Background: an optimization exercise with open tools, aiming at small area and a short achievable clock period. Do not read the settings as production practice. Function was checked by simulation only, so behaviour that the tests miss may differ from the original. No driver is modelled on the clock port, so clocking that relies on it looks cheaper here than on a real chip.

==> design.v <==
module mac_fa (input a, input b, input c, output s, output co);
  assign s  = a ^ b ^ c;
  assign co = (a & b) | (a & c) | (b & c);
endmodule
module mac_ha (input a, input b, output s, output co);
  assign s  = a ^ b;
  assign co = a & b;
endmodule
module mac_x2 (input a, input b, output y);
  assign y = a ^ b;
endmodule
module mac_mj (input a, input b, input c, output y);
  assign y = (a & b) | (a & c) | (b & c);
endmodule
module mac_ffa (input a, input b, input c, output s, output co);
  wire t;
  mac_x2 ux1 (a, b, t);
  mac_x2 ux2 (t, c, s);
  mac_mj umj (a, b, c, co);
endmodule
module mac_pe_in (
  input             clk,
  input             finish,
  input      [15:0] i_up,
  input      [15:0] i_left,
  output reg [15:0] o_down,
  output reg [15:0] o_right,
  output reg [15:0] o_result
);
  reg  [15:0] sum;        
  wire [15:0] op_u = i_up;
  wire [15:0] op_l = i_left;
  wire [15:0] acc_n = ~(sum & {16{~finish}});
  wire [15:0] pp_n [0:15];
  genvar gi, gj;
  generate for (gi = 0; gi < 16; gi = gi + 1) begin : ppi
    for (gj = 0; gj < 16; gj = gj + 1) begin : ppj
      assign pp_n[gi][gj] = ~(op_u[gi] & op_l[gj]);
    end
  end endgenerate
  wire s1, c2;
  mac_fa us1 (pp_n[0][2], pp_n[1][1], pp_n[2][0], s1, c2);
  wire s3, c4;
  mac_fa us3 (pp_n[0][3], pp_n[1][2], pp_n[2][1], s3, c4);
  wire s5, c6;
  mac_fa us5 (pp_n[3][0], c2, 1'b1, s5, c6);
  wire s7, c8;
  mac_fa us7 (pp_n[0][4], pp_n[1][3], pp_n[2][2], s7, c8);
  wire s9, c10;
  mac_fa us9 (pp_n[3][1], pp_n[4][0], c4, s9, c10);
  wire s11, c12;
  mac_fa us11 (s7, c6, s9, s11, c12);
  wire s13, c14;
  mac_fa us13 (pp_n[0][5], pp_n[1][4], pp_n[2][3], s13, c14);
  wire s15, c16;
  mac_fa us15 (pp_n[3][2], pp_n[4][1], pp_n[5][0], s15, c16);
  wire s17, c18;
  mac_fa us17 (c8, s13, s15, s17, c18);
  wire s19, c20;
  mac_fa us19 (c10, s17, 1'b1, s19, c20);
  wire s21, c22;
  mac_fa us21 (pp_n[0][6], pp_n[1][5], pp_n[2][4], s21, c22);
  wire s23, c24;
  mac_fa us23 (pp_n[3][3], pp_n[4][2], pp_n[5][1], s23, c24);
  wire s25, c26;
  mac_fa us25 (pp_n[6][0], c14, c16, s25, c26);
  wire s27, c28;
  mac_fa us27 (s21, s23, c18, s27, c28);
  wire s29, c30;
  mac_fa us29 (s25, s27, c20, s29, c30);
  wire s31, c32;
  mac_fa us31 (pp_n[0][7], pp_n[1][6], pp_n[2][5], s31, c32);
  wire s33, c34;
  mac_fa us33 (pp_n[3][4], pp_n[4][3], pp_n[5][2], s33, c34);
  wire s35, c36;
  mac_fa us35 (pp_n[6][1], pp_n[7][0], c22, s35, c36);
  wire s37, c38;
  mac_fa us37 (c24, s31, s33, s37, c38);
  wire s39, c40;
  mac_fa us39 (c26, s35, s37, s39, c40);
  wire s41, c42;
  mac_fa us41 (c28, s39, 1'b1, s41, c42);
  wire s43, c44;
  mac_fa us43 (pp_n[0][8], pp_n[1][7], pp_n[2][6], s43, c44);
  wire s45, c46;
  mac_fa us45 (pp_n[3][5], pp_n[4][4], pp_n[5][3], s45, c46);
  wire s47, c48;
  mac_fa us47 (pp_n[6][2], pp_n[7][1], pp_n[8][0], s47, c48);
  wire s49, c50;
  mac_fa us49 (c32, c34, s43, s49, c50);
  wire s51, c52;
  mac_fa us51 (s45, s47, c36, s51, c52);
  wire s53, c54;
  mac_fa us53 (c38, s49, s51, s53, c54);
  wire s55, c56;
  mac_fa us55 (c40, s53, c42, s55, c56);
  wire s57, c58;
  mac_fa us57 (pp_n[0][9], pp_n[1][8], pp_n[2][7], s57, c58);
  wire s59, c60;
  mac_fa us59 (pp_n[3][6], pp_n[4][5], pp_n[5][4], s59, c60);
  wire s61, c62;
  mac_fa us61 (pp_n[6][3], pp_n[7][2], pp_n[8][1], s61, c62);
  wire s63, c64;
  mac_fa us63 (pp_n[9][0], c44, c46, s63, c64);
  wire s65, c66;
  mac_fa us65 (c48, s57, s59, s65, c66);
  wire s67, c68;
  mac_fa us67 (s61, c50, s63, s67, c68);
  wire s69, c70;
  mac_fa us69 (s65, c52, s67, s69, c70);
  wire s71, c72;
  mac_fa us71 (c54, s69, acc_n[1], s71, c72);
  wire s73, c74;
  mac_fa us73 (pp_n[0][10], pp_n[1][9], pp_n[2][8], s73, c74);
  wire s75, c76;
  mac_fa us75 (pp_n[3][7], pp_n[4][6], pp_n[5][5], s75, c76);
  wire s77, c78;
  mac_fa us77 (pp_n[6][4], pp_n[7][3], pp_n[8][2], s77, c78);
  wire s79, c80;
  mac_fa us79 (pp_n[9][1], pp_n[10][0], c58, s79, c80);
  wire s81, c82;
  mac_fa us81 (c60, c62, s73, s81, c82);
  wire s83, c84;
  mac_fa us83 (s75, s77, c64, s83, c84);
  wire s85, c86;
  mac_fa us85 (s79, c66, s81, s85, c86);
  wire s87, c88;
  mac_fa us87 (c68, s83, s85, s87, c88);
  wire s89, c90;
  mac_fa us89 (c70, s87, acc_n[2], s89, c90);
  wire s91, c92;
  mac_fa us91 (pp_n[0][11], pp_n[1][10], pp_n[2][9], s91, c92);
  wire s93, c94;
  mac_fa us93 (pp_n[3][8], pp_n[4][7], pp_n[5][6], s93, c94);
  wire s95, c96;
  mac_fa us95 (pp_n[6][5], pp_n[7][4], pp_n[8][3], s95, c96);
  wire s97, c98;
  mac_fa us97 (pp_n[9][2], pp_n[10][1], pp_n[11][0], s97, c98);
  wire s99, c100;
  mac_fa us99 (c74, c76, c78, s99, c100);
  wire s101, c102;
  mac_fa us101 (s91, s93, s95, s101, c102);
  wire s103, c104;
  mac_fa us103 (s97, c80, c82, s103, c104);
  wire s105, c106;
  mac_fa us105 (s99, s101, c84, s105, c106);
  wire s107, c108;
  mac_fa us107 (s103, c86, s105, s107, c108);
  wire s109, c110;
  mac_fa us109 (c88, s107, acc_n[3], s109, c110);
  wire s111, c112;
  mac_fa us111 (pp_n[0][12], pp_n[1][11], pp_n[2][10], s111, c112);
  wire s113, c114;
  mac_fa us113 (pp_n[3][9], pp_n[4][8], pp_n[5][7], s113, c114);
  wire s115, c116;
  mac_fa us115 (pp_n[6][6], pp_n[7][5], pp_n[8][4], s115, c116);
  wire s117, c118;
  mac_fa us117 (pp_n[9][3], pp_n[10][2], pp_n[11][1], s117, c118);
  wire s119, c120;
  mac_fa us119 (pp_n[12][0], c92, c94, s119, c120);
  wire s121, c122;
  mac_fa us121 (c96, c98, s111, s121, c122);
  wire s123, c124;
  mac_fa us123 (s113, s115, s117, s123, c124);
  wire s125, c126;
  mac_fa us125 (c100, s119, c102, s125, c126);
  wire s127, c128;
  mac_fa us127 (s121, s123, c104, s127, c128);
  wire s129, c130;
  mac_fa us129 (s125, c106, s127, s129, c130);
  wire s131, c132;
  mac_fa us131 (c108, acc_n[4], s129, s131, c132);
  wire s133, c134;
  mac_fa us133 (pp_n[0][13], pp_n[1][12], pp_n[2][11], s133, c134);
  wire s135, c136;
  mac_fa us135 (pp_n[3][10], pp_n[4][9], pp_n[5][8], s135, c136);
  wire s137, c138;
  mac_fa us137 (pp_n[6][7], pp_n[7][6], pp_n[8][5], s137, c138);
  wire s139, c140;
  mac_fa us139 (pp_n[9][4], pp_n[10][3], pp_n[11][2], s139, c140);
  wire s141, c142;
  mac_fa us141 (pp_n[12][1], pp_n[13][0], c112, s141, c142);
  wire s143, c144;
  mac_fa us143 (c114, c116, c118, s143, c144);
  wire s145, c146;
  mac_fa us145 (s133, s135, s137, s145, c146);
  wire s147, c148;
  mac_fa us147 (s139, c120, c122, s147, c148);
  wire s149, c150;
  mac_fa us149 (s141, c124, s143, s149, c150);
  wire s151, c152;
  mac_fa us151 (s145, c126, s147, s151, c152);
  wire s153, c154;
  mac_fa us153 (s149, c128, s151, s153, c154);
  wire s155, c156;
  mac_fa us155 (c130, acc_n[5], s153, s155, c156);
  wire s157, c158;
  mac_fa us157 (pp_n[0][14], pp_n[1][13], pp_n[2][12], s157, c158);
  wire s159, c160;
  mac_fa us159 (pp_n[3][11], pp_n[4][10], pp_n[5][9], s159, c160);
  wire s161, c162;
  mac_fa us161 (pp_n[6][8], pp_n[7][7], pp_n[8][6], s161, c162);
  wire s163, c164;
  mac_fa us163 (pp_n[9][5], pp_n[10][4], pp_n[11][3], s163, c164);
  wire s165, c166;
  mac_fa us165 (pp_n[12][2], pp_n[13][1], pp_n[14][0], s165, c166);
  wire s167, c168;
  mac_fa us167 (c134, c136, c138, s167, c168);
  wire s169, c170;
  mac_fa us169 (c140, s157, s159, s169, c170);
  wire s171, c172;
  mac_fa us171 (s161, s163, s165, s171, c172);
  wire s173, c174;
  mac_fa us173 (c142, c144, c146, s173, c174);
  wire s175, c176;
  mac_fa us175 (s167, s169, s171, s175, c176);
  wire s177, c178;
  mac_fa us177 (c148, c150, s173, s177, c178);
  wire s179, c180;
  mac_fa us179 (s175, c152, s177, s179, c180);
  wire s181, c182;
  mac_fa us181 (acc_n[6], c154, s179, s181, c182);
  wire s183, c184;
  mac_fa us183 (pp_n[0][15], pp_n[1][14], pp_n[2][13], s183, c184);
  wire s185, c186;
  mac_fa us185 (pp_n[3][12], pp_n[4][11], pp_n[5][10], s185, c186);
  wire s187, c188;
  mac_fa us187 (pp_n[6][9], pp_n[7][8], pp_n[8][7], s187, c188);
  wire s189, c190;
  mac_fa us189 (pp_n[9][6], pp_n[10][5], pp_n[11][4], s189, c190);
  wire s191, c192;
  mac_fa us191 (pp_n[12][3], pp_n[13][2], pp_n[14][1], s191, c192);
  wire s193, c194;
  mac_fa us193 (pp_n[15][0], c158, c160, s193, c194);
  wire s195, c196;
  mac_fa us195 (c162, c164, c166, s195, c196);
  wire s197, c198;
  mac_fa us197 (s183, s185, s187, s197, c198);
  wire s199, c200;
  mac_fa us199 (s189, s191, c168, s199, c200);
  wire s201, c202;
  mac_fa us201 (c170, s193, c172, s201, c202);
  wire s203, c204;
  mac_fa us203 (s195, s197, c174, s203, c204);
  wire s205, c206;
  mac_fa us205 (s199, c176, s201, s205, c206);
  wire s207, c208;
  mac_fa us207 (c178, s203, s205, s207, c208);
  wire s209, c210;
  mac_fa us209 (acc_n[7], c180, s207, s209, c210);
  wire s211, c212;
  mac_fa us211 (pp_n[1][15], pp_n[2][14], pp_n[3][13], s211, c212);
  wire s213, c214;
  mac_fa us213 (pp_n[4][12], pp_n[5][11], pp_n[6][10], s213, c214);
  wire s215, c216;
  mac_fa us215 (pp_n[7][9], pp_n[8][8], pp_n[9][7], s215, c216);
  wire s217, c218;
  mac_fa us217 (pp_n[10][6], pp_n[11][5], pp_n[12][4], s217, c218);
  wire s219, c220;
  mac_fa us219 (pp_n[13][3], pp_n[14][2], pp_n[15][1], s219, c220);
  wire s221, c222;
  mac_fa us221 (c184, c186, c188, s221, c222);
  wire s223, c224;
  mac_fa us223 (c190, c192, s211, s223, c224);
  wire s225, c226;
  mac_fa us225 (s213, s215, s217, s225, c226);
  wire s227, c228;
  mac_fa us227 (s219, c194, c196, s227, c228);
  wire s229, c230;
  mac_fa us229 (c198, s221, s223, s229, c230);
  wire s231, c232;
  mac_fa us231 (s225, c200, s227, s231, c232);
  wire s233, c234;
  mac_fa us233 (c202, s229, c204, s233, c234);
  wire s235, c236;
  mac_fa us235 (s231, c206, s233, s235, c236);
  wire s237, c238;
  mac_fa us237 (acc_n[8], c208, s235, s237, c238);
  wire s239, c240;
  mac_fa us239 (pp_n[2][15], pp_n[3][14], pp_n[4][13], s239, c240);
  wire s241, c242;
  mac_fa us241 (pp_n[5][12], pp_n[6][11], pp_n[7][10], s241, c242);
  wire s243, c244;
  mac_fa us243 (pp_n[8][9], pp_n[9][8], pp_n[10][7], s243, c244);
  wire s245, c246;
  mac_fa us245 (pp_n[11][6], pp_n[12][5], pp_n[13][4], s245, c246);
  wire s247, c248;
  mac_fa us247 (pp_n[14][3], pp_n[15][2], c212, s247, c248);
  wire s249, c250;
  mac_fa us249 (c214, c216, c218, s249, c250);
  wire s251, c252;
  mac_fa us251 (c220, s239, s241, s251, c252);
  wire s253, c254;
  mac_fa us253 (s243, s245, c222, s253, c254);
  wire s255, c256;
  mac_fa us255 (c224, s247, c226, s255, c256);
  wire s257, c258;
  mac_fa us257 (s249, s251, c228, s257, c258);
  wire s259, c260;
  mac_fa us259 (s253, c230, s255, s259, c260);
  wire s261, c262;
  mac_fa us261 (c232, s257, s259, s261, c262);
  wire s263, c264;
  mac_fa us263 (c234, acc_n[9], s261, s263, c264);
  wire s265, c266;
  mac_fa us265 (c236, s263, 1'b1, s265, c266);
  wire s267, c268;
  mac_fa us267 (pp_n[3][15], pp_n[4][14], pp_n[5][13], s267, c268);
  wire s269, c270;
  mac_fa us269 (pp_n[6][12], pp_n[7][11], pp_n[8][10], s269, c270);
  wire s271, c272;
  mac_fa us271 (pp_n[9][9], pp_n[10][8], pp_n[11][7], s271, c272);
  wire s273, c274;
  mac_fa us273 (pp_n[12][6], pp_n[13][5], pp_n[14][4], s273, c274);
  wire s275, c276;
  mac_fa us275 (pp_n[15][3], c240, c242, s275, c276);
  wire s277, c278;
  mac_fa us277 (c244, c246, s267, s277, c278);
  wire s279, c280;
  mac_fa us279 (s269, s271, s273, s279, c280);
  wire s281, c282;
  mac_fa us281 (c248, c250, c252, s281, c282);
  wire s283, c284;
  mac_fa us283 (s275, s277, s279, s283, c284);
  wire s285, c286;
  mac_fa us285 (c254, c256, s281, s285, c286);
  wire s287, c288;
  mac_fa us287 (s283, c258, c260, s287, c288);
  wire s289, c290;
  mac_fa us289 (s285, acc_n[10], c262, s289, c290);
  wire s291, c292;
  mac_fa us291 (s287, s289, c264, s291, c292);
  wire s293, c294;
  mac_fa us293 (pp_n[4][15], pp_n[5][14], pp_n[6][13], s293, c294);
  wire s295, c296;
  mac_fa us295 (pp_n[7][12], pp_n[8][11], pp_n[9][10], s295, c296);
  wire s297, c298;
  mac_fa us297 (pp_n[10][9], pp_n[11][8], pp_n[12][7], s297, c298);
  wire s299, c300;
  mac_fa us299 (pp_n[13][6], pp_n[14][5], pp_n[15][4], s299, c300);
  wire s301, c302;
  mac_fa us301 (c268, c270, c272, s301, c302);
  wire s303, c304;
  mac_fa us303 (c274, s293, s295, s303, c304);
  wire s305, c306;
  mac_fa us305 (s297, s299, c276, s305, c306);
  wire s307, c308;
  mac_fa us307 (c278, c280, s301, s307, c308);
  wire s309, c310;
  mac_fa us309 (s303, c282, s305, s309, c310);
  wire s311, c312;
  mac_fa us311 (c284, s307, c286, s311, c312);
  wire s313, c314;
  mac_fa us313 (s309, c288, acc_n[11], s313, c314);
  wire s315, c316;
  mac_fa us315 (s311, c290, s313, s315, c316);
  wire s317, c318;
  mac_fa us317 (pp_n[5][15], pp_n[6][14], pp_n[7][13], s317, c318);
  wire s319, c320;
  mac_fa us319 (pp_n[8][12], pp_n[9][11], pp_n[10][10], s319, c320);
  wire s321, c322;
  mac_fa us321 (pp_n[11][9], pp_n[12][8], pp_n[13][7], s321, c322);
  wire s323, c324;
  mac_fa us323 (pp_n[14][6], pp_n[15][5], c294, s323, c324);
  wire s325, c326;
  mac_fa us325 (c296, c298, c300, s325, c326);
  wire s327, c328;
  mac_fa us327 (s317, s319, s321, s327, c328);
  wire s329, c330;
  mac_fa us329 (c302, s323, c304, s329, c330);
  wire s331, c332;
  mac_fa us331 (s325, s327, c306, s331, c332);
  wire s333, c334;
  mac_fa us333 (c308, s329, s331, s333, c334);
  wire s335, c336;
  mac_fa us335 (c310, c312, s333, s335, c336);
  wire s337, c338;
  mac_fa us337 (acc_n[12], c314, s335, s337, c338);
  wire s339, c340;
  mac_fa us339 (pp_n[6][15], pp_n[7][14], pp_n[8][13], s339, c340);
  wire s341, c342;
  mac_fa us341 (pp_n[9][12], pp_n[10][11], pp_n[11][10], s341, c342);
  wire s343, c344;
  mac_fa us343 (pp_n[12][9], pp_n[13][8], pp_n[14][7], s343, c344);
  wire s345, c346;
  mac_fa us345 (pp_n[15][6], c318, c320, s345, c346);
  wire s347, c348;
  mac_fa us347 (c322, s339, s341, s347, c348);
  wire s349, c350;
  mac_fa us349 (s343, c324, c326, s349, c350);
  wire s351, c352;
  mac_fa us351 (s345, c328, s347, s351, c352);
  wire s353, c354;
  mac_fa us353 (c330, s349, s351, s353, c354);
  wire s355, c356;
  mac_fa us355 (c332, s353, c334, s355, c356);
  wire s357, c358;
  mac_fa us357 (acc_n[13], s355, c336, s357, c358);
  wire s359, c360;
  mac_fa us359 (pp_n[7][15], pp_n[8][14], pp_n[9][13], s359, c360);
  wire s361, c362;
  mac_fa us361 (pp_n[10][12], pp_n[11][11], pp_n[12][10], s361, c362);
  wire s363, c364;
  mac_fa us363 (pp_n[13][9], pp_n[14][8], pp_n[15][7], s363, c364);
  wire s365, c366;
  mac_fa us365 (c340, c342, c344, s365, c366);
  wire s367, c368;
  mac_fa us367 (s359, s361, s363, s367, c368);
  wire s369, c370;
  mac_fa us369 (c346, c348, s365, s369, c370);
  wire s371, c372;
  mac_fa us371 (s367, c350, c352, s371, c372);
  wire s373, c374;
  mac_fa us373 (s369, c354, s371, s373, c374);
  wire s375, c376;
  mac_fa us375 (acc_n[14], s373, c356, s375, c376);
  wire s377, c378;
  mac_fa us377 (pp_n[8][15], pp_n[9][14], pp_n[10][13], s377, c378);
  wire s379, c380;
  mac_fa us379 (pp_n[11][12], pp_n[12][11], pp_n[13][10], s379, c380);
  wire s381, c382;
  mac_fa us381 (pp_n[14][9], pp_n[15][8], c360, s381, c382);
  wire s383, c384;
  mac_fa us383 (c362, c364, s377, s383, c384);
  wire s385, c386;
  mac_fa us385 (s379, c366, s381, s385, c386);
  wire s387, c388;
  mac_fa us387 (c368, s383, c370, s387, c388);
  wire s389, c390;
  mac_fa us389 (s385, c372, s387, s389, c390);
  wire s391, c392;
  mac_fa us391 (acc_n[15], c374, s389, s391, c392);
  wire [23:0] row_x_n = {s391, s375, c338, c316, c292, s291, c238, c210, c182, c156, c132, c110, c90, c72, c56, acc_n[0], c30, s29, c12, s11, s3, s1, pp_n[0][1], pp_n[0][0]};
  wire [23:0] row_y_n = {c376, c358, s357, s337, s315, c266, s265, s237, s209, s181, s155, s131, s109, s89, s71, s55, s41, 1'b1, s19, 1'b1, s5, 1'b1, pp_n[1][0], 1'b1};
  wire [23:0] tot_n = row_x_n + row_y_n + 1'b1;
  always @(posedge clk) begin
    o_down   <= i_up;
    o_right  <= i_left;
    o_result <= finish ? sum : o_result;
    sum      <= ~tot_n[23:8];
  end
endmodule
module mac_pe_edge #(
  parameter COPY_U = 0,    
  parameter COPY_L = 0     
) (
  input             clk,
  input             finish,
  input      [15:0] i_up,
  input      [15:0] i_left,
  output reg [15:0] o_down,
  output reg [15:0] o_right,
  output reg [15:0] o_result
);
  reg  [15:0] acc_n;      
  wire [15:0] op_u, op_l;
  generate
    if (COPY_U) begin : cu
      reg [15:0] u_copy;
      always @(posedge clk) u_copy <= i_up;
      assign op_u = u_copy;
    end else begin : nu
      assign op_u = o_down;
    end
    if (COPY_L) begin : cl
      reg [15:0] l_copy;
      always @(posedge clk) l_copy <= i_left;
      assign op_l = l_copy;
    end else begin : nl
      assign op_l = o_right;
    end
  endgenerate
  wire [15:0] pp_n [0:15];
  genvar gi, gj;
  generate for (gi = 0; gi < 16; gi = gi + 1) begin : ppi
    for (gj = 0; gj < 16; gj = gj + 1) begin : ppj
      assign pp_n[gi][gj] = ~(op_u[gi] & op_l[gj]);
    end
  end endgenerate
  wire s1, c2;
  mac_fa us1 (pp_n[0][2], pp_n[1][1], pp_n[2][0], s1, c2);
  wire s3, c4;
  mac_fa us3 (pp_n[0][3], pp_n[1][2], pp_n[2][1], s3, c4);
  wire s5, c6;
  mac_fa us5 (pp_n[3][0], c2, 1'b1, s5, c6);
  wire s7, c8;
  mac_fa us7 (pp_n[0][4], pp_n[1][3], pp_n[2][2], s7, c8);
  wire s9, c10;
  mac_fa us9 (pp_n[3][1], pp_n[4][0], c4, s9, c10);
  wire s11, c12;
  mac_fa us11 (s7, c6, s9, s11, c12);
  wire s13, c14;
  mac_fa us13 (pp_n[0][5], pp_n[1][4], pp_n[2][3], s13, c14);
  wire s15, c16;
  mac_fa us15 (pp_n[3][2], pp_n[4][1], pp_n[5][0], s15, c16);
  wire s17, c18;
  mac_fa us17 (c8, s13, s15, s17, c18);
  wire s19, c20;
  mac_fa us19 (c10, s17, 1'b1, s19, c20);
  wire s21, c22;
  mac_fa us21 (pp_n[0][6], pp_n[1][5], pp_n[2][4], s21, c22);
  wire s23, c24;
  mac_fa us23 (pp_n[3][3], pp_n[4][2], pp_n[5][1], s23, c24);
  wire s25, c26;
  mac_fa us25 (pp_n[6][0], c14, c16, s25, c26);
  wire s27, c28;
  mac_fa us27 (s21, s23, c18, s27, c28);
  wire s29, c30;
  mac_ffa us29 (s25, s27, c20, s29, c30);
  wire s31, c32;
  mac_fa us31 (pp_n[0][7], pp_n[1][6], pp_n[2][5], s31, c32);
  wire s33, c34;
  mac_fa us33 (pp_n[3][4], pp_n[4][3], pp_n[5][2], s33, c34);
  wire s35, c36;
  mac_fa us35 (pp_n[6][1], pp_n[7][0], c22, s35, c36);
  wire s37, c38;
  mac_fa us37 (c24, s31, s33, s37, c38);
  wire s39, c40;
  mac_fa us39 (c26, s35, s37, s39, c40);
  wire s41, c42;
  mac_fa us41 (c28, s39, 1'b1, s41, c42);
  wire s43, c44;
  mac_fa us43 (pp_n[0][8], pp_n[1][7], pp_n[2][6], s43, c44);
  wire s45, c46;
  mac_fa us45 (pp_n[3][5], pp_n[4][4], pp_n[5][3], s45, c46);
  wire s47, c48;
  mac_fa us47 (pp_n[6][2], pp_n[7][1], pp_n[8][0], s47, c48);
  wire s49, c50;
  mac_fa us49 (c32, c34, s43, s49, c50);
  wire s51, c52;
  mac_fa us51 (s45, s47, acc_n[0], s51, c52);
  wire s53, c54;
  mac_fa us53 (c36, c38, s49, s53, c54);
  wire s55, c56;
  mac_ffa us55 (s51, c40, s53, s55, c56);
  wire s57, c58;
  mac_fa us57 (pp_n[0][9], pp_n[1][8], pp_n[2][7], s57, c58);
  wire s59, c60;
  mac_fa us59 (pp_n[3][6], pp_n[4][5], pp_n[5][4], s59, c60);
  wire s61, c62;
  mac_fa us61 (pp_n[6][3], pp_n[7][2], pp_n[8][1], s61, c62);
  wire s63, c64;
  mac_fa us63 (pp_n[9][0], c44, c46, s63, c64);
  wire s65, c66;
  mac_fa us65 (c48, s57, s59, s65, c66);
  wire s67, c68;
  mac_fa us67 (s61, acc_n[1], c50, s67, c68);
  wire s69, c70;
  mac_fa us69 (s63, s65, c52, s69, c70);
  wire s71, c72;
  mac_ffa us71 (s67, c54, s69, s71, c72);
  wire s73, c74;
  mac_fa us73 (pp_n[0][10], pp_n[1][9], pp_n[2][8], s73, c74);
  wire s75, c76;
  mac_fa us75 (pp_n[3][7], pp_n[4][6], pp_n[5][5], s75, c76);
  wire s77, c78;
  mac_fa us77 (pp_n[6][4], pp_n[7][3], pp_n[8][2], s77, c78);
  wire s79, c80;
  mac_fa us79 (pp_n[9][1], pp_n[10][0], c58, s79, c80);
  wire s81, c82;
  mac_fa us81 (c60, c62, s73, s81, c82);
  wire s83, c84;
  mac_fa us83 (s75, s77, acc_n[2], s83, c84);
  wire s85, c86;
  mac_fa us85 (c64, s79, c66, s85, c86);
  wire s87, c88;
  mac_ffa us87 (s81, s83, c68, s87, c88);
  wire s89, c90;
  mac_ffa us89 (s85, c70, s87, s89, c90);
  wire s91, c92;
  mac_fa us91 (pp_n[0][11], pp_n[1][10], pp_n[2][9], s91, c92);
  wire s93, c94;
  mac_fa us93 (pp_n[3][8], pp_n[4][7], pp_n[5][6], s93, c94);
  wire s95, c96;
  mac_fa us95 (pp_n[6][5], pp_n[7][4], pp_n[8][3], s95, c96);
  wire s97, c98;
  mac_fa us97 (pp_n[9][2], pp_n[10][1], pp_n[11][0], s97, c98);
  wire s99, c100;
  mac_fa us99 (c74, c76, c78, s99, c100);
  wire s101, c102;
  mac_fa us101 (s91, s93, s95, s101, c102);
  wire s103, c104;
  mac_fa us103 (s97, acc_n[3], c80, s103, c104);
  wire s105, c106;
  mac_fa us105 (c82, s99, s101, s105, c106);
  wire s107, c108;
  mac_ffa us107 (c84, s103, c86, s107, c108);
  wire s109, c110;
  mac_ffa us109 (s105, c88, s107, s109, c110);
  wire s111, c112;
  mac_fa us111 (pp_n[0][12], pp_n[1][11], pp_n[2][10], s111, c112);
  wire s113, c114;
  mac_fa us113 (pp_n[3][9], pp_n[4][8], pp_n[5][7], s113, c114);
  wire s115, c116;
  mac_fa us115 (pp_n[6][6], pp_n[7][5], pp_n[8][4], s115, c116);
  wire s117, c118;
  mac_fa us117 (pp_n[9][3], pp_n[10][2], pp_n[11][1], s117, c118);
  wire s119, c120;
  mac_fa us119 (pp_n[12][0], c92, c94, s119, c120);
  wire s121, c122;
  mac_fa us121 (c96, c98, s111, s121, c122);
  wire s123, c124;
  mac_fa us123 (s113, s115, s117, s123, c124);
  wire s125, c126;
  mac_fa us125 (acc_n[4], c100, s119, s125, c126);
  wire s127, c128;
  mac_fa us127 (c102, s121, s123, s127, c128);
  wire s129, c130;
  mac_ffa us129 (c104, s125, c106, s129, c130);
  wire s131, c132;
  mac_ffa us131 (s127, c108, s129, s131, c132);
  wire s133, c134;
  mac_fa us133 (pp_n[0][13], pp_n[1][12], pp_n[2][11], s133, c134);
  wire s135, c136;
  mac_fa us135 (pp_n[3][10], pp_n[4][9], pp_n[5][8], s135, c136);
  wire s137, c138;
  mac_fa us137 (pp_n[6][7], pp_n[7][6], pp_n[8][5], s137, c138);
  wire s139, c140;
  mac_fa us139 (pp_n[9][4], pp_n[10][3], pp_n[11][2], s139, c140);
  wire s141, c142;
  mac_fa us141 (pp_n[12][1], pp_n[13][0], c112, s141, c142);
  wire s143, c144;
  mac_fa us143 (c114, c116, c118, s143, c144);
  wire s145, c146;
  mac_fa us145 (s133, s135, s137, s145, c146);
  wire s147, c148;
  mac_fa us147 (s139, acc_n[5], c120, s147, c148);
  wire s149, c150;
  mac_fa us149 (c122, s141, c124, s149, c150);
  wire s151, c152;
  mac_ffa us151 (s143, s145, c126, s151, c152);
  wire s153, c154;
  mac_ffa us153 (s147, c128, s149, s153, c154);
  wire s155, c156;
  mac_ffa us155 (s151, c130, s153, s155, c156);
  wire s157, c158;
  mac_fa us157 (pp_n[0][14], pp_n[1][13], pp_n[2][12], s157, c158);
  wire s159, c160;
  mac_fa us159 (pp_n[3][11], pp_n[4][10], pp_n[5][9], s159, c160);
  wire s161, c162;
  mac_fa us161 (pp_n[6][8], pp_n[7][7], pp_n[8][6], s161, c162);
  wire s163, c164;
  mac_fa us163 (pp_n[9][5], pp_n[10][4], pp_n[11][3], s163, c164);
  wire s165, c166;
  mac_fa us165 (pp_n[12][2], pp_n[13][1], pp_n[14][0], s165, c166);
  wire s167, c168;
  mac_fa us167 (c134, c136, c138, s167, c168);
  wire s169, c170;
  mac_fa us169 (c140, s157, s159, s169, c170);
  wire s171, c172;
  mac_fa us171 (s161, s163, s165, s171, c172);
  wire s173, c174;
  mac_fa us173 (acc_n[6], c142, c144, s173, c174);
  wire s175, c176;
  mac_fa us175 (c146, s167, s169, s175, c176);
  wire s177, c178;
  mac_ffa us177 (s171, c148, c150, s177, c178);
  wire s179, c180;
  mac_ffa us179 (s173, s175, s177, s179, c180);
  wire s181, c182;
  mac_ffa us181 (c152, c154, s179, s181, c182);
  wire s183, c184;
  mac_fa us183 (pp_n[0][15], pp_n[1][14], pp_n[2][13], s183, c184);
  wire s185, c186;
  mac_fa us185 (pp_n[3][12], pp_n[4][11], pp_n[5][10], s185, c186);
  wire s187, c188;
  mac_fa us187 (pp_n[6][9], pp_n[7][8], pp_n[8][7], s187, c188);
  wire s189, c190;
  mac_fa us189 (pp_n[9][6], pp_n[10][5], pp_n[11][4], s189, c190);
  wire s191, c192;
  mac_fa us191 (pp_n[12][3], pp_n[13][2], pp_n[14][1], s191, c192);
  wire s193, c194;
  mac_fa us193 (pp_n[15][0], c158, c160, s193, c194);
  wire s195, c196;
  mac_fa us195 (c162, c164, c166, s195, c196);
  wire s197, c198;
  mac_fa us197 (s183, s185, s187, s197, c198);
  wire s199, c200;
  mac_fa us199 (s189, s191, acc_n[7], s199, c200);
  wire s201, c202;
  mac_fa us201 (c168, c170, s193, s201, c202);
  wire s203, c204;
  mac_fa us203 (c172, s195, s197, s203, c204);
  wire s205, c206;
  mac_ffa us205 (s199, c174, c176, s205, c206);
  wire s207, c208;
  mac_ffa us207 (s201, s203, s205, s207, c208);
  wire s209, c210;
  mac_ffa us209 (c178, c180, s207, s209, c210);
  wire s211, c212;
  mac_fa us211 (pp_n[1][15], pp_n[2][14], pp_n[3][13], s211, c212);
  wire s213, c214;
  mac_fa us213 (pp_n[4][12], pp_n[5][11], pp_n[6][10], s213, c214);
  wire s215, c216;
  mac_fa us215 (pp_n[7][9], pp_n[8][8], pp_n[9][7], s215, c216);
  wire s217, c218;
  mac_fa us217 (pp_n[10][6], pp_n[11][5], pp_n[12][4], s217, c218);
  wire s219, c220;
  mac_fa us219 (pp_n[13][3], pp_n[14][2], pp_n[15][1], s219, c220);
  wire s221, c222;
  mac_fa us221 (c184, c186, c188, s221, c222);
  wire s223, c224;
  mac_fa us223 (c190, c192, s211, s223, c224);
  wire s225, c226;
  mac_fa us225 (s213, s215, s217, s225, c226);
  wire s227, c228;
  mac_fa us227 (s219, acc_n[8], c194, s227, c228);
  wire s229, c230;
  mac_fa us229 (c196, c198, s221, s229, c230);
  wire s231, c232;
  mac_fa us231 (s223, s225, c200, s231, c232);
  wire s233, c234;
  mac_ffa us233 (s227, c202, c204, s233, c234);
  wire s235, c236;
  mac_ffa us235 (s229, s231, s233, s235, c236);
  wire s237, c238;
  mac_ffa us237 (c206, c208, s235, s237, c238);
  wire s239, c240;
  mac_fa us239 (pp_n[2][15], pp_n[3][14], pp_n[4][13], s239, c240);
  wire s241, c242;
  mac_fa us241 (pp_n[5][12], pp_n[6][11], pp_n[7][10], s241, c242);
  wire s243, c244;
  mac_fa us243 (pp_n[8][9], pp_n[9][8], pp_n[10][7], s243, c244);
  wire s245, c246;
  mac_fa us245 (pp_n[11][6], pp_n[12][5], pp_n[13][4], s245, c246);
  wire s247, c248;
  mac_fa us247 (pp_n[14][3], pp_n[15][2], c212, s247, c248);
  wire s249, c250;
  mac_fa us249 (c214, c216, c218, s249, c250);
  wire s251, c252;
  mac_fa us251 (c220, s239, s241, s251, c252);
  wire s253, c254;
  mac_fa us253 (s243, s245, acc_n[9], s253, c254);
  wire s255, c256;
  mac_fa us255 (c222, c224, s247, s255, c256);
  wire s257, c258;
  mac_fa us257 (c226, s249, s251, s257, c258);
  wire s259, c260;
  mac_ffa us259 (c228, s253, c230, s259, c260);
  wire s261, c262;
  mac_ffa us261 (s255, c232, s257, s261, c262);
  wire s263, c264;
  mac_ffa us263 (s259, c234, s261, s263, c264);
  wire s265, c266;
  mac_fa us265 (c236, s263, 1'b1, s265, c266);
  wire s267, c268;
  mac_fa us267 (pp_n[3][15], pp_n[4][14], pp_n[5][13], s267, c268);
  wire s269, c270;
  mac_fa us269 (pp_n[6][12], pp_n[7][11], pp_n[8][10], s269, c270);
  wire s271, c272;
  mac_fa us271 (pp_n[9][9], pp_n[10][8], pp_n[11][7], s271, c272);
  wire s273, c274;
  mac_fa us273 (pp_n[12][6], pp_n[13][5], pp_n[14][4], s273, c274);
  wire s275, c276;
  mac_fa us275 (pp_n[15][3], c240, c242, s275, c276);
  wire s277, c278;
  mac_fa us277 (c244, c246, s267, s277, c278);
  wire s279, c280;
  mac_fa us279 (s269, s271, s273, s279, c280);
  wire s281, c282;
  mac_fa us281 (acc_n[10], c248, c250, s281, c282);
  wire s283, c284;
  mac_fa us283 (c252, s275, s277, s283, c284);
  wire s285, c286;
  mac_ffa us285 (s279, c254, c256, s285, c286);
  wire s287, c288;
  mac_ffa us287 (s281, c258, s285, s287, c288);
  wire s289, c290;
  mac_ffa us289 (s283, c260, s287, s289, c290);
  wire s291, c292;
  mac_ffa us291 (c262, s289, c264, s291, c292);
  wire s293, c294;
  mac_fa us293 (pp_n[4][15], pp_n[5][14], pp_n[6][13], s293, c294);
  wire s295, c296;
  mac_fa us295 (pp_n[7][12], pp_n[8][11], pp_n[9][10], s295, c296);
  wire s297, c298;
  mac_fa us297 (pp_n[10][9], pp_n[11][8], pp_n[12][7], s297, c298);
  wire s299, c300;
  mac_fa us299 (pp_n[13][6], pp_n[14][5], pp_n[15][4], s299, c300);
  wire s301, c302;
  mac_fa us301 (c268, c270, c272, s301, c302);
  wire s303, c304;
  mac_fa us303 (c274, s293, s295, s303, c304);
  wire s305, c306;
  mac_fa us305 (s297, s299, acc_n[11], s305, c306);
  wire s307, c308;
  mac_fa us307 (c276, c278, c280, s307, c308);
  wire s309, c310;
  mac_ffa us309 (s301, s303, s305, s309, c310);
  wire s311, c312;
  mac_ffa us311 (c282, c284, s309, s311, c312);
  wire s313, c314;
  mac_ffa us313 (s307, c286, s311, s313, c314);
  wire s315, c316;
  mac_ffa us315 (c288, s313, c290, s315, c316);
  wire s317, c318;
  mac_fa us317 (pp_n[5][15], pp_n[6][14], pp_n[7][13], s317, c318);
  wire s319, c320;
  mac_fa us319 (pp_n[8][12], pp_n[9][11], pp_n[10][10], s319, c320);
  wire s321, c322;
  mac_fa us321 (pp_n[11][9], pp_n[12][8], pp_n[13][7], s321, c322);
  wire s323, c324;
  mac_fa us323 (pp_n[14][6], pp_n[15][5], c294, s323, c324);
  wire s325, c326;
  mac_fa us325 (c296, c298, c300, s325, c326);
  wire s327, c328;
  mac_fa us327 (s317, s319, s321, s327, c328);
  wire s329, c330;
  mac_fa us329 (acc_n[12], c302, s323, s329, c330);
  wire s331, c332;
  mac_fa us331 (c304, s325, s327, s331, c332);
  wire s333, c334;
  mac_ffa us333 (c306, c308, s329, s333, c334);
  wire s335, c336;
  mac_ffa us335 (c310, s331, s333, s335, c336);
  wire s337, c338;
  mac_ffa us337 (c312, s335, c314, s337, c338);
  wire s339, c340;
  mac_fa us339 (pp_n[6][15], pp_n[7][14], pp_n[8][13], s339, c340);
  wire s341, c342;
  mac_fa us341 (pp_n[9][12], pp_n[10][11], pp_n[11][10], s341, c342);
  wire s343, c344;
  mac_fa us343 (pp_n[12][9], pp_n[13][8], pp_n[14][7], s343, c344);
  wire s345, c346;
  mac_fa us345 (pp_n[15][6], c318, c320, s345, c346);
  wire s347, c348;
  mac_fa us347 (c322, s339, s341, s347, c348);
  wire s349, c350;
  mac_fa us349 (s343, acc_n[13], c324, s349, c350);
  wire s351, c352;
  mac_fa us351 (c326, s345, c328, s351, c352);
  wire s353, c354;
  mac_ffa us353 (s347, s349, c330, s353, c354);
  wire s355, c356;
  mac_ffa us355 (c332, s351, s353, s355, c356);
  wire s357, c358;
  mac_ffa us357 (c334, s355, c336, s357, c358);
  wire s359, c360;
  mac_fa us359 (pp_n[7][15], pp_n[8][14], pp_n[9][13], s359, c360);
  wire s361, c362;
  mac_fa us361 (pp_n[10][12], pp_n[11][11], pp_n[12][10], s361, c362);
  wire s363, c364;
  mac_fa us363 (pp_n[13][9], pp_n[14][8], pp_n[15][7], s363, c364);
  wire s365, c366;
  mac_fa us365 (c340, c342, c344, s365, c366);
  wire s367, c368;
  mac_fa us367 (s359, s361, s363, s367, c368);
  wire s369, c370;
  mac_fa us369 (acc_n[14], c346, c348, s369, c370);
  wire s371, c372;
  mac_ffa us371 (s365, s367, c350, s371, c372);
  wire s373, c374;
  mac_ffa us373 (c352, s369, s371, s373, c374);
  wire s375, c376;
  mac_ffa us375 (c354, s373, c356, s375, c376);
  wire s377, c378;
  mac_fa us377 (pp_n[8][15], pp_n[9][14], pp_n[10][13], s377, c378);
  wire s379, c380;
  mac_fa us379 (pp_n[11][12], pp_n[12][11], pp_n[13][10], s379, c380);
  wire s381, c382;
  mac_fa us381 (pp_n[14][9], pp_n[15][8], c360, s381, c382);
  wire s383, c384;
  mac_fa us383 (c362, c364, s377, s383, c384);
  wire s385, c386;
  mac_fa us385 (s379, acc_n[15], c366, s385, c386);
  wire s387, c388;
  mac_fa us387 (s381, c368, s383, s387, c388);
  wire s389, c390;
  mac_ffa us389 (c370, s385, c372, s389, c390);
  wire s391, c392;
  mac_ffa us391 (s387, s389, c374, s391, c392);
  wire [23:0] row_x_n = {s391, s375, s357, s337, s315, s291, c238, c210, c182, c156, c132, c110, c90, s89, s71, s55, c30, s29, c12, s11, s3, s1, pp_n[0][1], pp_n[0][0]};
  wire [23:0] row_y_n = {c376, c358, c338, c316, c292, c266, s265, s237, s209, s181, s155, s131, s109, c72, c56, c42, s41, 1'b1, s19, 1'b1, s5, 1'b1, pp_n[1][0], 1'b1};
  wire [23:0] tot_n = row_x_n + row_y_n + 1'b1;
  always @(posedge clk) begin
    o_down   <= i_up;
    o_right  <= i_left;
    o_result <= finish ? ~tot_n[23:8] : o_result;
    acc_n    <= finish ? 16'hffff : tot_n[23:8];
  end
endmodule
module single_kernel #(
  parameter SIZE = 8,
  parameter DATA_WIDTH = 16
) (
  input clk,
  input [SIZE*SIZE-1:0] finish,
  input [SIZE*DATA_WIDTH-1:0] in_up,
  input [SIZE*DATA_WIDTH-1:0] in_left,
  output [SIZE*DATA_WIDTH-1:0] pass_down,
  output [SIZE*DATA_WIDTH-1:0] pass_right,
  output [SIZE*SIZE*DATA_WIDTH-1:0] out_matrix,
  output [SIZE*DATA_WIDTH-1:0] out_diagonal
);
  wire [SIZE*SIZE*16-1:0] d, r;
  genvar i, j;
  generate
    for (i = 0; i < SIZE; i = i + 1) begin : row
      for (j = 0; j < SIZE; j = j + 1) begin : col
        if (i == SIZE-1 || j == SIZE-1) begin : edge_pe
          mac_pe_edge #(.COPY_U(i == 0), .COPY_L(j == 0)) pe (
            .clk     (clk),
            .finish  (finish[i*SIZE + j]),
            .i_up    (i == SIZE-1 ? in_up  [16*j +: 16] : d[16*((i+1)*SIZE + j) +: 16]),
            .i_left  (j == SIZE-1 ? in_left[16*i +: 16] : r[16*(i*SIZE + j + 1) +: 16]),
            .o_down  (d[16*(i*SIZE + j) +: 16]),
            .o_right (r[16*(i*SIZE + j) +: 16]),
            .o_result(out_matrix[16*(i*SIZE + j) +: 16]));
        end else begin : inner_pe
          mac_pe_in pe (
            .clk     (clk),
            .finish  (finish[i*SIZE + j]),
            .i_up    (d[16*((i+1)*SIZE + j) +: 16]),
            .i_left  (r[16*(i*SIZE + j + 1) +: 16]),
            .o_down  (d[16*(i*SIZE + j) +: 16]),
            .o_right (r[16*(i*SIZE + j) +: 16]),
            .o_result(out_matrix[16*(i*SIZE + j) +: 16]));
        end
      end
      assign pass_down   [16*i +: 16] = d[16*i +: 16];
      assign pass_right  [16*i +: 16] = r[16*(i*SIZE) +: 16];
      assign out_diagonal[16*i +: 16] = out_matrix[16*(i*SIZE + i) +: 16];
    end
  endgenerate
endmodule
==> flow/run.sh <==
#!/bin/bash
# Own layout flow: the standard synthesis and layout, with
#  - each port placed on the die's edge next to the PE it belongs to
#    (flow/pre_io.tcl);
#  - port buffers of a faster cell than the default, the output ones moved
#    next to the registers that drive them (flow/pre_resize.tcl);
#  - hold repair with 0.1 ns of margin, and timing repair aimed at a 4.6 ns
#    period (the clock stays 11 ns), with the later clock branches modelled
#    as ideal latency until clock tree synthesis (flow/pre_floorplan.tcl).
# Each step's full output goes to a log of its own in this folder.
set -euo pipefail
here=$(pwd)
bash standard.sh synth > log_synth.txt 2>&1
bash standard.sh \
  PRE_FLOORPLAN_TCL="$here/flow/pre_floorplan.tcl" \
  PRE_IO_PLACEMENT_TCL="$here/flow/pre_io.tcl" \
  PRE_RESIZE_TCL="$here/flow/pre_resize.tcl" \
  PRE_CTS_TCL="$here/flow/pre_cts.tcl" \
  CTS_ARGS="-sink_clustering_enable -repair_clock_nets -no_insertion_delay -sink_clustering_size 25 -sink_clustering_max_diameter 80 -clk_nets {clk_op clk_late_in clk_late_edge}" \
  BUFFER_PORTS_ARGS="-buffer_cell sky130_fd_sc_hd__buf_2" \
  SETUP_SLACK_MARGIN=6.4 \
  HOLD_SLACK_MARGIN=0.1 \
  finish > log_layout.txt 2>&1
==> flow/clock_groups.tcl <==
# Clock branches: {name pattern ideal-latency-ns {buffer chain}}. A register
# goes to the first group whose pattern matches its name; the others are on
# clk_op, behind op_chain.
set op_chain {sky130_fd_sc_hd__clkbuf_16}
set clock_groups {
  {clk_late_in {inner_pe.pe.sum} 1.45
    {sky130_fd_sc_hd__clkdlybuf4s50_1 sky130_fd_sc_hd__clkdlybuf4s50_1 sky130_fd_sc_hd__clkdlybuf4s25_1 sky130_fd_sc_hd__clkdlybuf4s15_1 sky130_fd_sc_hd__clkbuf_16}}
  {clk_late_edge {edge_pe.pe.(acc_n|o_result)} 0.55
    {sky130_fd_sc_hd__clkdlybuf4s50_1 sky130_fd_sc_hd__clkbuf_4 sky130_fd_sc_hd__clkbuf_16}}
}
==> flow/pre_cts.tcl <==
# Before clock tree synthesis: split the clock into branches, one per group
# in flow/clock_groups.tcl. A register goes to the first group whose pattern
# matches its name; the rest go to clk_op. Each branch starts in the middle
# of the core, from the clock port's net, behind its own chain of buffers,
# and clock tree synthesis then builds one tree per branch. The later
# branches clock registers that take a multiply-add result later than the
# operand registers that feed that logic: useful skew between registers
# inside the design.
source [file join [file dirname [info script]] clock_groups.tcl]
set block [ord::get_db_block]
set db [ord::get_db]
set clk_net [[$block findBTerm clk] getNet]
set core [$block getCoreArea]
set cx [expr {([$core xMin] + [$core xMax]) / 2}]
set cy [expr {([$core yMin] + [$core yMax]) / 2}]

proc add_chain {block db from cells name x y} {
  set prev $from
  set i 0
  foreach cell $cells {
    set inst [odb::dbInst_create $block [$db findMaster $cell] ${name}_buf_$i]
    if {$i == [llength $cells] - 1} {
      set net [odb::dbNet_create $block $name]
    } else {
      set net [odb::dbNet_create $block ${name}_$i]
    }
    $net setSigType CLOCK
    [$inst findITerm A] connect $prev
    [$inst findITerm X] connect $net
    $inst setLocation [expr {$x + 4000 * $i}] $y
    $inst setPlacementStatus PLACED
    set prev $net
    incr i
  }
  return $prev
}

# sort the register clock pins into the groups
set pins(clk_op) {}
foreach g $clock_groups { set pins([lindex $g 0]) {} }
foreach inst [$block getInsts] {
  set it [$inst findITerm CLK]
  if {$it eq "NULL" || [$it getNet] ne $clk_net} { continue }
  set grp clk_op
  foreach g $clock_groups {
    if {[regexp [lindex $g 1] [$inst getName]]} { set grp [lindex $g 0]; break }
  }
  $it disconnect
  lappend pins($grp) $it
  if {$grp ne "clk_op"} {
    # the ideal latency set before floorplanning (flow/pre_floorplan.tcl)
    # goes: from here on the clock is the real one
    unset_clock_latency [get_pins -of_objects [get_cells [$inst getName]] -filter "direction == input && is_clock"]
  }
}
set y [expr {$cy - 8000}]
set net [add_chain $block $db $clk_net $op_chain clk_op $cx $y]
foreach it $pins(clk_op) { $it connect $net }
puts "clock branch clk_op: [llength $pins(clk_op)] registers behind $op_chain"
set nets {clk_op}
foreach g $clock_groups {
  lassign $g name re lat chain
  set y [expr {$y + 8000}]
  set net [add_chain $block $db $clk_net $chain $name $cx $y]
  foreach it $pins($name) { $it connect $net }
  lappend nets $name
  puts "clock branch $name: [llength $pins($name)] registers behind $chain"
}
==> flow/pre_floorplan.tcl <==
# Before the first timing repair: model the later clock branches that
# flow/pre_cts.tcl builds as ideal clock latency on their registers, so that
# repairs before clock tree synthesis see the paths as they will be. Clock
# tree synthesis replaces it with the real, propagated clock.
source [file join [file dirname [info script]] clock_groups.tcl]
set late 0
foreach inst [[ord::get_db_block] getInsts] {
  foreach g $clock_groups {
    if {[regexp [lindex $g 1] [$inst getName]]} {
      set_clock_latency [lindex $g 2] [get_pins -of_objects [get_cells [$inst getName]] -filter "direction == input && is_clock"]
      incr late
      break
    }
  }
}
puts "ideal clock latency on $late register clock pins"
==> flow/pre_io.tcl <==
namespace eval pio {
  set die [[ord::get_db_block] getDieArea]
  set dw [expr {[$die xMax] / 1000.0}]
  set dh [expr {[$die yMax] / 1000.0}]
  set n 8
  set m 10.0   ;# keep clear of the corners (um)
}

proc pio::span {lo hi len} {
  return "[format %.1f $lo]-[format %.1f $hi]"
}

# x range of column c and y range of row r, in um
proc pio::colx {c} {
  variable dw; variable n; variable m
  set w [expr {($dw - 2*$m) / $n}]
  set i [expr {$n - 1 - $c}]
  return [list [expr {$m + $i*$w}] [expr {$m + ($i+1)*$w}]]
}
proc pio::rowy {r} {
  variable dh; variable n; variable m
  set h [expr {($dh - 2*$m) / $n}]
  return [list [expr {$m + $r*$h}] [expr {$m + ($r+1)*$h}]]
}

proc pio::lane {bus k} {
  set l {}
  for {set b 0} {$b < 16} {incr b} { lappend l "$bus\[[expr {16*$k + $b}]\]" }
  return $l
}

set n $pio::n
for {set k 0} {$k < $n} {incr k} {
  lassign [pio::colx $k] x0 x1
  lassign [pio::rowy $k] y0 y1
  set_io_pin_constraint -pin_names [pio::lane in_up $k] -region "top:[pio::span $x0 $x1 0]"
  set_io_pin_constraint -pin_names [pio::lane pass_down $k] -region "bottom:[pio::span $x0 $x1 0]"
  set_io_pin_constraint -pin_names [pio::lane in_left $k] -region "left:[pio::span $y0 $y1 0]"
  set_io_pin_constraint -pin_names [pio::lane pass_right $k] -region "right:[pio::span $y0 $y1 0]"
}
for {set r 0} {$r < $n} {incr r} {
  for {set c 0} {$c < $n} {incr c} {
    set p [expr {$n*$r + $c}]
    set pins [pio::lane out_matrix $p]
    if {$r == $c} { set pins [concat $pins [pio::lane out_diagonal $r]] }
    lappend pins "finish\[$p\]"
    # distances to the edges, in PEs
    set d [list [list top [expr {$n - 1 - $r}]] [list bottom $r] [list left [expr {$n - 1 - $c}]] [list right $c]]
    set best [lindex [lsort -integer -index 1 $d] 0]
    set edge [lindex $best 0]
    if {$edge eq "top" || $edge eq "bottom"} {
      lassign [pio::colx $c] a0 a1
    } else {
      lassign [pio::rowy $r] a0 a1
    }
    set_io_pin_constraint -pin_names $pins -region "$edge:[pio::span $a0 $a1 0]"
  }
}
puts "pin regions set for the 8x8 array"
==> flow/pre_resize.tcl <==
# After global placement: move each output port's buffer next to the cell
# that drives it, so that the long wire to the port at the die's edge is
# driven by the buffer rather than by a register.
set block [ord::get_db_block]
set n 0
foreach bterm [$block getBTerms] {
  if {[$bterm getIoType] ne "OUTPUT"} { continue }
  set net [$bterm getNet]
  if {$net eq "NULL"} { continue }
  set buf ""
  foreach it [$net getITerms] {
    if {[$it isOutputSignal]} { set buf [$it getInst] }
  }
  if {$buf eq ""} { continue }
  set a [$buf findITerm A]
  if {$a eq "NULL" || [$a getNet] eq "NULL"} { continue }
  set drv ""
  foreach it [[$a getNet] getITerms] {
    if {[$it isOutputSignal]} { set drv [$it getInst] }
  }
  if {$drv eq ""} { continue }
  set loc [$drv getLocation]
  $buf setLocation [lindex $loc 0] [lindex $loc 1]
  incr n
}
puts "output port buffers moved next to their drivers: $n"
==> standard.sh <==
#!/bin/bash
# synth_recipe.tcl (not shown) runs the flow's synth.tcl, then flattens the netlist and writes it again
# the make line also repeats each setting of config.mk as NAME=value (left out here)
make -C /OpenROAD-flow-scripts/flow DESIGN_CONFIG=/design/flow/config.mk WORK_HOME=/design/flow/orfs CLKGATE_MAP_FILE= SYNTH_SCRIPT=/design/flow/synth_recipe.tcl "${@:-finish}"
==> config.mk <==
export PLATFORM = sky130hd
export DESIGN_NAME = single_kernel
export DESIGN_NICKNAME = single_kernel
export VERILOG_FILES = /design/flow/design.v
export SDC_FILE = /design/flow/constraint.sdc
export NUM_CORES = 8
export LEC_CHECK = 0
export CAP_MARGIN = 20
export CORE_MARGIN = 2
export CORE_UTILIZATION = 58
export SETUP_SLACK_MARGIN = 5
export SLEW_MARGIN = 20
export SYNTH_HIERARCHICAL = 1
export SYNTH_MINIMUM_KEEP_SIZE = 0
==> constraint.sdc <==
create_clock -name core_clock -period 11.0 [get_ports {clk}]
set_input_delay 2.2000 -clock core_clock [delete_from_list [all_inputs] [get_ports {clk}]]
set_output_delay 2.2000 -clock core_clock [all_outputs]
set_load 0.01 [all_outputs]
==> out/results.ini <==
[placed_design]
gp_congestion = 0.936
io_buffers = 1728
hpwl_um = 1110000

[critical_path]
reg2reg_to = row[7].col[4].edge_pe.pe.o_result[4]$_DFFE_PP_
path_class = reg -> reg
cp-start-kind = flip-flop
r2r_cells = 13
r2r_slack_ns = 6.29
cp_slowest_cell = xor2_1
cp_max_fo = 8
cp.arrival_ns = 6.06
crit_start = row[7].col[4].edge_pe.pe.o_down[3]$_DFF_P_
crit_top_cell = fa_1
crit_end = row[7].col[4].edge_pe.pe.o_result[4]$_DFFE_PP_
worstPathCellList = buf_12 -> clkbuf_16 -> nand2_1 -> fa_1 -> fa_1 -> fa_1 -> fa_1 -> ha_1 -> nand4b_1 -> o221a_1 -> a21oi_1 -> nor2_1 -> xor2_1
crit_required_ns = 12.35
crit_path_end_kind = flip-flop
r2r_start = row[7].col[4].edge_pe.pe.o_down[3]$_DFF_P_
cpPeakStageDelay_ns = 0.75

[die]
num_rows = 334
die_area_sq_mm = 0.837
die_h_um = 915
io_pins = 1729
core_area_sq_mm = 0.827
start_util_pct = 58.2
die_x_um = 915

[global_routing]
first_global_vias = 386000
grt_pass1_wl_um = 2380000
antenna_found_initial = 56
track_usage_pct = 37.5
overflow = 0
grt_max_degree = 35

[cts]
worstSkewPairLatency_ns = 2.63
path_clk_slew_ns = 0.09
clkSinkCount = 4096
tritoncts = built

[routing]
first_iter_violations = 32300
ant_nets = 0
avgViaCountPerCell = 6.16
vias = 352000
dr.pass1.iters = 12
drc_errors = 0
routedWlPerCell_um = 28.1
drt_wl_total_um = 1610000

[timing]
setup_violations = 0
finalCritPeriodShare_pct = 42.8
finalHoldWorstSlack_ns = 0.0451
min_period_ns = 4.71
setup_tns_ns = 0
skew_ns = 1.52
rsz0062_at_grt = true
slew-limit-headroom_pct = 19.9
hold_viol = 0
drv_slew = 0
tightest_slew_ns = 1.19
max_freq_ghz = 0.212

[layout]
area_growth_syn_to_layout_pct = 11.1
fin_nets = 59200
nFillCells = 65000
drive_above_1_share_pct = 14.2

[yosys]
ys_warn_count = 10
postSynthCellCount = 45100
syn_area_per_cell_sq_um = 10.7
syn_area_sq_mm = 0.481

[job]
cap_violations = 0

[hold_path]
holdCritPathClass = reg -> reg

[status]
status = no timing/DRC/antenna violations

-- per-layer routing --
| metal | GRT usage (%) | vias to the layer above | part of all wire (%) |
|---|---|---|---|
| met5 | 0.243 | - | 0.059 |
| met4 | 25.8 | 50 | 8.4 |
| met3 | 9.92 | 4833 | 11 |
| met2 | 57.8 | 20900 | 45 |
| met1 | 46.7 | 184000 | 36 |
| li1 | - | 142000 | - |
-- state kept, by name, indices dropped and copies added (netlist names) --
register	cells
row.col.edge_pe.pe.acc_n	240
row.col.edge_pe.pe.cl.l_copy	16
row.col.edge_pe.pe.cu.u_copy	16
row.col.edge_pe.pe.o_down	224
row.col.edge_pe.pe.o_result	240
row.col.edge_pe.pe.o_right	224
row.col.inner_pe.pe.o_down	784
row.col.inner_pe.pe.o_result	784
row.col.inner_pe.pe.o_right	784
row.col.inner_pe.pe.sum	784
-- layout by cell type (no fill, tap or decap), types with 615 or more instances in the layout --
| master | count |
|---|---|
| nand2_1 | 15300 |
| fa_1 | 11800 |
| buf_2 | 1728 |
| xor2_1 | 1609 |
| dfxtp_1 | 1536 |
| a21oi_1 | 1350 |
| ha_1 | 1075 |
| edfxtp_1 | 1024 |
| nand2b_1 | 850 |
| buf_4 | 800 |
| dfxtp_4 | 775 |
| dfxtp_2 | 761 |
| xnor2_1 | 615 |
| maj3_2 | 615 |
-- worst min path at each step --
stage / start / endpoint / slack (ns) / cells after the start
finish: row[2].col[6].inner_pe.pe.o_right[1]$_DFF_P_ / row[2].col[5].inner_pe.pe.sum[6]$_DFF_P_ / 0.05 / 5
global route: row[2].col[5].inner_pe.pe.o_down[1]$_DFF_P_ / row[1].col[5].inner_pe.pe.sum[5]$_DFF_P_ / 0.10 / 4
CTS: row[2].col[1].inner_pe.pe.o_down[0]$_DFF_P_ / row[1].col[1].inner_pe.pe.sum[5]$_DFF_P_ / 0.10 / 4
detailed placement: row[6].col[2].inner_pe.pe.o_down[1]$_DFF_P_ / row[5].col[2].inner_pe.pe.sum[1]$_DFF_P_ / -0.23 / 5
global placement: row[5].col[4].inner_pe.pe.o_down[1]$_DFF_P_ / row[4].col[4].inner_pe.pe.sum[1]$_DFF_P_ / -0.22 / 5
floorplan: row[1].col[0].inner_pe.pe.o_down[1]$_DFF_P_ / row[0].col[0].inner_pe.pe.sum[1]$_DFF_P_ / -0.47 / 4
-- per-stage QoR --
step / util [%] / cell area (sq um) / setup slack, ns / instances
after floorplan: - / 482000 / 6.39 / 45300
after global placement: 59.8 / 495000 / 5.82 / 55100
after detailed placement: 59.8 / 495000 / 5.74 / 55100
after CTS: 63.1 / 522000 / 6.34 / 56400
after global routing: 64.7 / 535000 / 6.26 / 57100
final: 64.7 / 535000 / 6.29 / 57100
-- worst max-delay path, delay by kind of cell (launching register included) --
kind / cells / cell delay [ns]
adders and majority gates: 5 / 2.37
xor gates and xnor gates: 1 / 0.75
DFF: 1 / 0.50
and+or+nand+nor: 3 / 0.35
buffers and inverters: 2 / 0.31
AOI/OAI and AO/OA: 2 / 0.56
-- area by class of cell, clock buffers not listed --
| class | count | area (sq um) | area share, % |
|---|---|---|---|
| Inverter | 303 | 1140 | 0.213 |
| Buffer | 9 | 133 | 0.0248 |
| Antenna cell | 33 | 82.6 | 0.0154 |
| Clock inverter | 349 | 5060 | 0.946 |
| Multi-Input combinational cell | 37600 | 378000 | 70.7 |
| Sequential cell | 4096 | 96100 | 18.0 |
| Tap cell | 10900 | 13700 | 2.55 |
| Timing Repair Buffer | 3310 | 28400 | 5.31 |
-- repair_timing --
| item | in CTS | in global routing |
|---|---|---|
| hold endpoints to repair | 253 | 34 |
| hold buffers | 260 | 33 |
| buffers inserted | 116 | 609 |
| pin swaps | 44 | 328 |
| cloned | 73 | 103 |
| resized for setup | 1889 | 1571 |
| endpoints found under the setup margin | 379 | 268 |

-- port drivers added, routing unchanged --
The results above use ideal ports. As a check the final layout listed here was re-extracted and re-timed, cells and wires unchanged. Step 1 (the two cells are an assumption about what drives the block):
set clk [get_ports {clk}]
set_driving_cell -lib_cell sky130_fd_sc_hd__clkbuf_16 $clk
set_driving_cell -lib_cell sky130_fd_sc_hd__buf_2 [delete_from_list [all_inputs] $clk]
Step 2, shift: input delay + t, output delay - t, t = (earliest + latest rising clock arrival at the registers) / 2. This alone moves slack from input paths to output paths. a / b / c = ideal / step 1 / step 2; a / b = the first two.
t (ns): 2.054
setup slack, ns: 6.287 / 6.282 / 5.780
worst hold slack (ns): 0.045 / 0.050 / 0.050
worst setup path at the end: input to register
clock arrival spread, ns: 1.523 / 1.519
worst slew at a driven data input, ns: 0.40
In this run the clock reaches the registers at very different times; t lies between them, and the last value is a rough guide only. For this run, drivers alone change the setup slack by -0.005 ns; drivers and shift together by -0.507 ns.
